Background: an optimization exercise with open tools, aiming at small area, a short achievable clock period and few clock cycles per item. Do not read the settings as production practice.
RTL that was checked went through simulation tests only; none was proved equivalent to the original.
Power and IR drop assume default switching activity.

## dot
module dot(input logic clk, input logic rst_n,
          output logic slave_waitrequest,
          input logic [3:0] slave_address,
          input logic slave_read, output logic [31:0] slave_readdata,
          input logic slave_write, input logic [31:0] slave_writedata,
          input logic master_waitrequest,
          output logic [31:0] master_address,
          output logic master_read, input logic [31:0] master_readdata, input logic master_readdatavalid,
          output logic master_write, output logic [31:0] master_writedata);
==> flow/config.mk <==
export PLATFORM = sky130hd
export DESIGN_NAME = dot
export DESIGN_NICKNAME = dot
export VERILOG_FILES = /design/flow/design.v
export SDC_FILE = /design/flow/constraint.sdc
export NUM_CORES = 4
export LEC_CHECK = 0
export CAP_MARGIN = 20
export CORE_MARGIN = 2
export CORE_UTILIZATION = 55
export CTS_CLUSTER_DIAMETER = 70
export CTS_CLUSTER_SIZE = 22
export PLACE_DENSITY = 0.7
export SLEW_MARGIN = 20
export SYNTH_HIERARCHICAL = 1
export SYNTH_MINIMUM_KEEP_SIZE = 0
==> flow/constraint.sdc <==
create_clock -name core_clock -period 11.0 [get_ports {clk}]
set_input_delay 2.2000 -clock core_clock [delete_from_list [all_inputs] [get_ports {clk}]]
set_output_delay 2.2000 -clock core_clock [all_outputs]
set_load 0.01 [all_outputs]
standard.sh (not shown) runs the stock make flow with config.mk's settings and CLKGATE_MAP_FILE= SYNTH_SCRIPT=/design/flow/synth_recipe.tcl, a recipe that flattens the netlist after the stock synthesis.
==> flow/flow/run.sh <==
#!/bin/bash
export SETUP_SLACK_MARGIN=7
bash standard.sh > standard.log 2>&1
Testbench counts at the start, summed over its fixed seeds: cycles 91,778, items 45,420.
Change:
==> flow/flow/run.sh (replaced) <==
#!/bin/bash
export SETUP_SLACK_MARGIN=7.3
bash standard.sh > standard.log 2>&1
Settings changed: CAP_MARGIN 20 to 50, CORE_UTILIZATION 55 to 40, CTS_CLUSTER_DIAMETER 70 to not set, CTS_CLUSTER_SIZE 22 to not set, PLACE_DENSITY 0.7 to 0.6, SLEW_MARGIN 20 to 75.
After rerunning: Die area grows by 37%. Clock skew hardly moves. Worst setup slack improves by 0.090 ns. Wire length rose by 5.5%. Total power goes up by 11%. Synthesized cell count stays the same. Utilization went down by 13 points. Critical path depth went up by 1. Synthesized area is unchanged.
Change:
==> flow/flow/run.sh (replaced) <==
#!/bin/bash
export SETUP_SLACK_MARGIN=7
bash standard.sh > standard.log 2>&1
Settings changed: CORE_UTILIZATION 40 to 55, PLACE_DENSITY 0.6 to 0.7.
- critical path depth is higher by 1
- sequential cell count does not change
- via count is higher by 0.93%
- die area is lower by 27%
- area after synthesis is unchanged
- first-iteration DRC count is higher by 17%
- setup slack got worse by 0.12 ns
- power is lower by 4.1%
Change:
Settings changed: CAP_MARGIN 50 to 20, CTS_BUF_LIST set to sky130_fd_sc_hd__clkbuf_8 sky130_fd_sc_hd__clkbuf_16, CTS_CLUSTER_DIAMETER set to 70, CTS_CLUSTER_SIZE set to 22, SLEW_MARGIN 75 to 20.
=> Clock-buffer cell count is lower by 30. Final cell count fell by 3.0%. Sequential cell count stays the same. Via count shrinks by about 1.5%. Wire length stays flat. Synthesized cell count is unchanged. Maximum frequency climbs by 0.32%. Final area went down by 4.2%.

========
Setup of build 40:
Another version of the RTL of dot (not shown whole).
Size in the first run: roughly 330 flip-flops, roughly 170 I/O pins, about 0.026 mm^2 of cells after synthesis.
export LEC_CHECK = 0
export CAP_MARGIN = 50
export CORE_MARGIN = 2
export CORE_UTILIZATION = 40
export PLACE_DENSITY = 0.6
export SLEW_MARGIN = 75
export SYNTH_HIERARCHICAL = 1
export SYNTH_MINIMUM_KEEP_SIZE = 0
create_clock -name core_clock -period 11.0 [get_ports {clk}]
==> flow/flow/run.sh <==
#!/bin/bash
export SETUP_SLACK_MARGIN=7
bash standard.sh > standard.log 2>&1
The flow did not stop early for build 40: all stages ran, and the layout cleared the timing, DRC and antenna checks.
Testbench counts of build 40, summed over its fixed seeds: cycles 91,785, items 45,420.
Inputs modified between build 40 and build 9:
Settings: CAP_MARGIN: 50 -> 20; SLEW_MARGIN: 75 -> 20.
==> flow/run.sh (new file) <==
#!/bin/bash
# synth_recipe.tcl (not shown) runs the flow's synth.tcl, then flattens the netlist and writes it again
# the make line also repeats each setting of config.mk as NAME=value (left out here)
make -C /OpenROAD-flow-scripts/flow DESIGN_CONFIG=/design/flow/config.mk WORK_HOME=/design/flow/orfs CLKGATE_MAP_FILE= SYNTH_SCRIPT=/design/flow/synth_recipe.tcl finish
removed: flow/flow/run.sh
removed: flow/standard.sh
## What came out
- Power shrinks by a few percent when moving from build 40 to build 9.
- | setup slack after placement | build 9 vs build 40 | worse |
- Relative to build 40, global-route wire length before repair has gone down in build 9.
- Measured against each other, build 40 and build 9 differ in total area of multi-input combinational cells, the lower figure coming from build 9.
- | overall track demand over capacity in global routing | lower: build 9 |
- As of build 9, total net switching power had fallen by a few percent compared to build 40.
- The worst hold-check slack was comparable across build 40 and build 9.
- Re post-synthesis average cell area: no difference whatsoever between build 40 and build 9.
- | per-cell via count in the routed design | lower: build 40 |
What build 84 does differently from build 9 at the input level:
Settings: CAP_MARGIN changed from 20 to 50; SLEW_MARGIN changed from 20 to 75.
[summary]
Number of fill cells (build 84 vs. build 9) decreases by a few percent
Via count in build 84 vs build 9: up about 2%
Core utilization is lower on build 9
The run with more setup slack is build 84; build 9 has less.
Of the two values seen for start point of the critical path, wr[17] was produced by build 84 and rst_n by build 9.

========
dot, a different RTL version from the one above (not shown whole).
Size in the first run: ~2,600 cells after synthesis, roughly 310 flip-flops, roughly 170 I/O pins, about 25,000 µm² of cells after synthesis.
==> flow/config.mk <==
export PLATFORM = sky130hd
export DESIGN_NAME = dot
export DESIGN_NICKNAME = dot
export VERILOG_FILES = /design/flow/design.v
export SDC_FILE = /design/flow/constraint.sdc
export NUM_CORES = 4
export LEC_CHECK = 0
export CAP_MARGIN = 20
export CORE_MARGIN = 2
export CORE_UTILIZATION = 55
export CTS_CLUSTER_DIAMETER = 70
export CTS_CLUSTER_SIZE = 22
export PLACE_DENSITY = 0.7
export SLEW_MARGIN = 20
export SYNTH_HIERARCHICAL = 1
export SYNTH_MINIMUM_KEEP_SIZE = 0
==> flow/constraint.sdc <==
create_clock -name core_clock -period 11.0 [get_ports {clk}]
set_input_delay 2.2000 -clock core_clock [delete_from_list [all_inputs] [get_ports {clk}]]
set_output_delay 2.2000 -clock core_clock [all_outputs]
set_load 0.01 [all_outputs]
==> flow/flow/run.sh <==
#!/bin/bash
export SETUP_SLACK_MARGIN=7.2
bash standard.sh > standard.log 2>&1
Edit:
==> flow/flow/run.sh (replaced) <==
#!/bin/bash
export SETUP_SLACK_MARGIN=7
bash standard.sh > standard.log 2>&1
CTS_CLUSTER_DIAMETER = unset   (was 70)
CTS_CLUSTER_SIZE = unset   (was 22)
Outcome: Area after synthesis stays the same. Non-clock buffer count drops by 17. Synthesized cell count is unchanged. Design area drops by 1.8%. Wire length drops by 2.1%. Fmax drops by about 0.9%.
No run of this note included a check of the RTL's function; only the layout flow was run.

========
RTL: one of the versions met above, not the one the previous note started from.
Size: ~2,600 cells after synthesis, roughly 320 flip-flops, about 25,000 um2 of cells after synthesis.
export LEC_CHECK = 0
export CAP_MARGIN = 50
export CORE_MARGIN = 2
export CORE_UTILIZATION = 40
export PLACE_DENSITY = 0.6
export SLEW_MARGIN = 75
export SYNTH_HIERARCHICAL = 1
export SYNTH_MINIMUM_KEEP_SIZE = 0
create_clock -name core_clock -period 11.0 [get_ports {clk}]
==> flow/flow/run.sh <==
#!/bin/bash
export SETUP_SLACK_MARGIN=7
bash standard.sh > standard.log 2>&1
Testbench counts at the start, summed over its fixed seeds: cycles 91,778, items 45,420.
==> next run, changes <==
Settings changed: CAP_MARGIN 50 to 20, CORE_UTILIZATION 40 to 55, CTS_CLUSTER_DIAMETER set to 60, CTS_CLUSTER_SIZE set to 28, PLACE_DENSITY 0.6 to 0.7, SLEW_MARGIN 75 to 20.
- fmax shrinks by 1.3%
- die area came out lower by 27%
- cell area fell by 5.9%
- register-to-register slack is better by 0.03 ns
- clock-buffer cell count drops by 18
- flip-flop and latch count does not change
- worst setup slack is worse by 0.054 ns
- synthesized area stays the same
==> next run, changes <==
==> flow/run.sh (new file) <==
#!/bin/bash
# synth_recipe.tcl (not shown) runs the flow's synth.tcl, then flattens the netlist and writes it again
# the make line also repeats each setting of config.mk as NAME=value (left out here)
make -C /OpenROAD-flow-scripts/flow DESIGN_CONFIG=/design/flow/config.mk WORK_HOME=/design/flow/orfs CLKGATE_MAP_FILE= SYNTH_SCRIPT=/design/flow/synth_recipe.tcl finish
Settings changed: CAP_MARGIN 20 to 50, CORE_UTILIZATION 55 to 40, CTS_CLUSTER_DIAMETER 60 to unset, CTS_CLUSTER_SIZE 28 to unset, PLACE_DENSITY 0.7 to 0.6, SLEW_MARGIN 20 to 75.
removed: flow/flow/run.sh
removed: flow/standard.sh
After rerunning: Non-clock buffer count rises by 58; fmax falls by 5.1%; register-to-register slack degrades by 0.30 ns; wire length goes up by 0.88%.
==> next run, changes <==
==> flow/flow/run.sh (new file) <==
#!/bin/bash
export SETUP_SLACK_MARGIN=7
bash standard.sh > standard.log 2>&1
==> flow/standard.sh (new file) <==
#!/bin/bash
# synth_recipe.tcl (not shown) runs the flow's synth.tcl, then flattens the netlist and writes it again
# the make line also repeats each setting of config.mk as NAME=value (left out here)
make -C /OpenROAD-flow-scripts/flow DESIGN_CONFIG=/design/flow/config.mk WORK_HOME=/design/flow/orfs CLKGATE_MAP_FILE= SYNTH_SCRIPT=/design/flow/synth_recipe.tcl "${@:-finish}"
Settings changed: ABC_AREA set to 1, CAP_MARGIN 50 to 20, CORE_UTILIZATION 40 to 55, CTS_CLUSTER_DIAMETER set to 70, CTS_CLUSTER_SIZE set to 22, PLACE_DENSITY 0.6 to 0.7, SLEW_MARGIN 75 to 20.
removed: flow/run.sh
Routed wire length increases by 5.5%.
Setup slack is better by 0.12 ns.
Cell area decreases by 1.3%.
Non-clock buffer count decreases by 45.
Synthesized area increases by 0.39%.
Global-route usage increases by 12 points.
Power increases by 8.4%.
First-iteration DRC count increases by 28%.
Via count increases by 8.5%.
Clock power decreases by 15%.

==> afterwards: timing with drivers on the ports <==
The results above use ideal ports. As a check the final layouts listed here were re-extracted and re-timed, cells and wires unchanged.
Step 1 assumes that a clkbuf_16 drives the clock port and a buf_2 every other input.
Step 2, shift: input delay + t, output delay - t, t = (earliest + latest rising clock arrival at the registers) / 2. This alone moves slack from input paths to output paths.
Slacks: ideal / step 1 / step 2; pairs: ideal / step 1.
| run | t, ns | slack for setup (ns) | clock arrival spread, ns | worst slew at a driven data input, ns | pins driven straight from the clock port |
|---|---|---|---|---|---|
| the first run of note 1 | 0.623 | 6.995 / 6.944 / 6.425 | 0.033 / 0.033 | 0.08 | 1 |
| the second run of note 1 | 0.631 | 7.085 / 7.085 / 6.688 | 0.038 / 0.038 | 0.05 | 1 |
| the third run of note 1 | 0.614 | 6.967 / 6.955 / 6.531 | 0.028 / 0.028 | 0.08 | 1 |
| the fourth run of note 1 | 0.623 | 6.980 / 6.934 / 6.421 | 0.032 / 0.033 | 0.08 | 1 |
| build 40 | 0.623 | 6.985 / 6.949 / 6.540 | 0.024 / 0.024 | 0.06 | 1 |
| build 9 | 0.637 | 6.417 / 6.456 / 5.818 | 0.042 / 0.043 | 0.07 | 1 |
| build 84 | 0.625 | 6.697 / 6.697 / 6.399 | 0.043 / 0.043 | 0.06 | 1 |
| the first run of note 3 | 0.645 | 7.007 / 7.007 / 6.641 | 0.021 / 0.021 | 0.11 | 1 |
| the second run of note 3 | 0.611 | 6.969 / 6.959 / 6.508 | 0.021 / 0.021 | 0.06 | 1 |
| the first run of note 4 | 0.623 | 6.993 / 6.967 / 6.528 | 0.022 / 0.022 | 0.05 | 1 |
| the second run of note 4 | 0.670 | 6.939 / 6.882 / 6.428 | 0.037 / 0.037 | 0.08 | 1 |
| the third run of note 4 | 0.629 | 6.721 / 6.721 / 6.363 | 0.024 / 0.023 | 0.05 | 1 |
| the fourth run of note 4 | 0.653 | 6.844 / 6.844 / 6.580 | 0.022 / 0.022 | 0.07 | 1 |
After both steps every run listed still meets setup and hold. The setup slack of build 9, which loses most, moves by +0.039 ns with the drivers and by -0.599 ns with both steps.
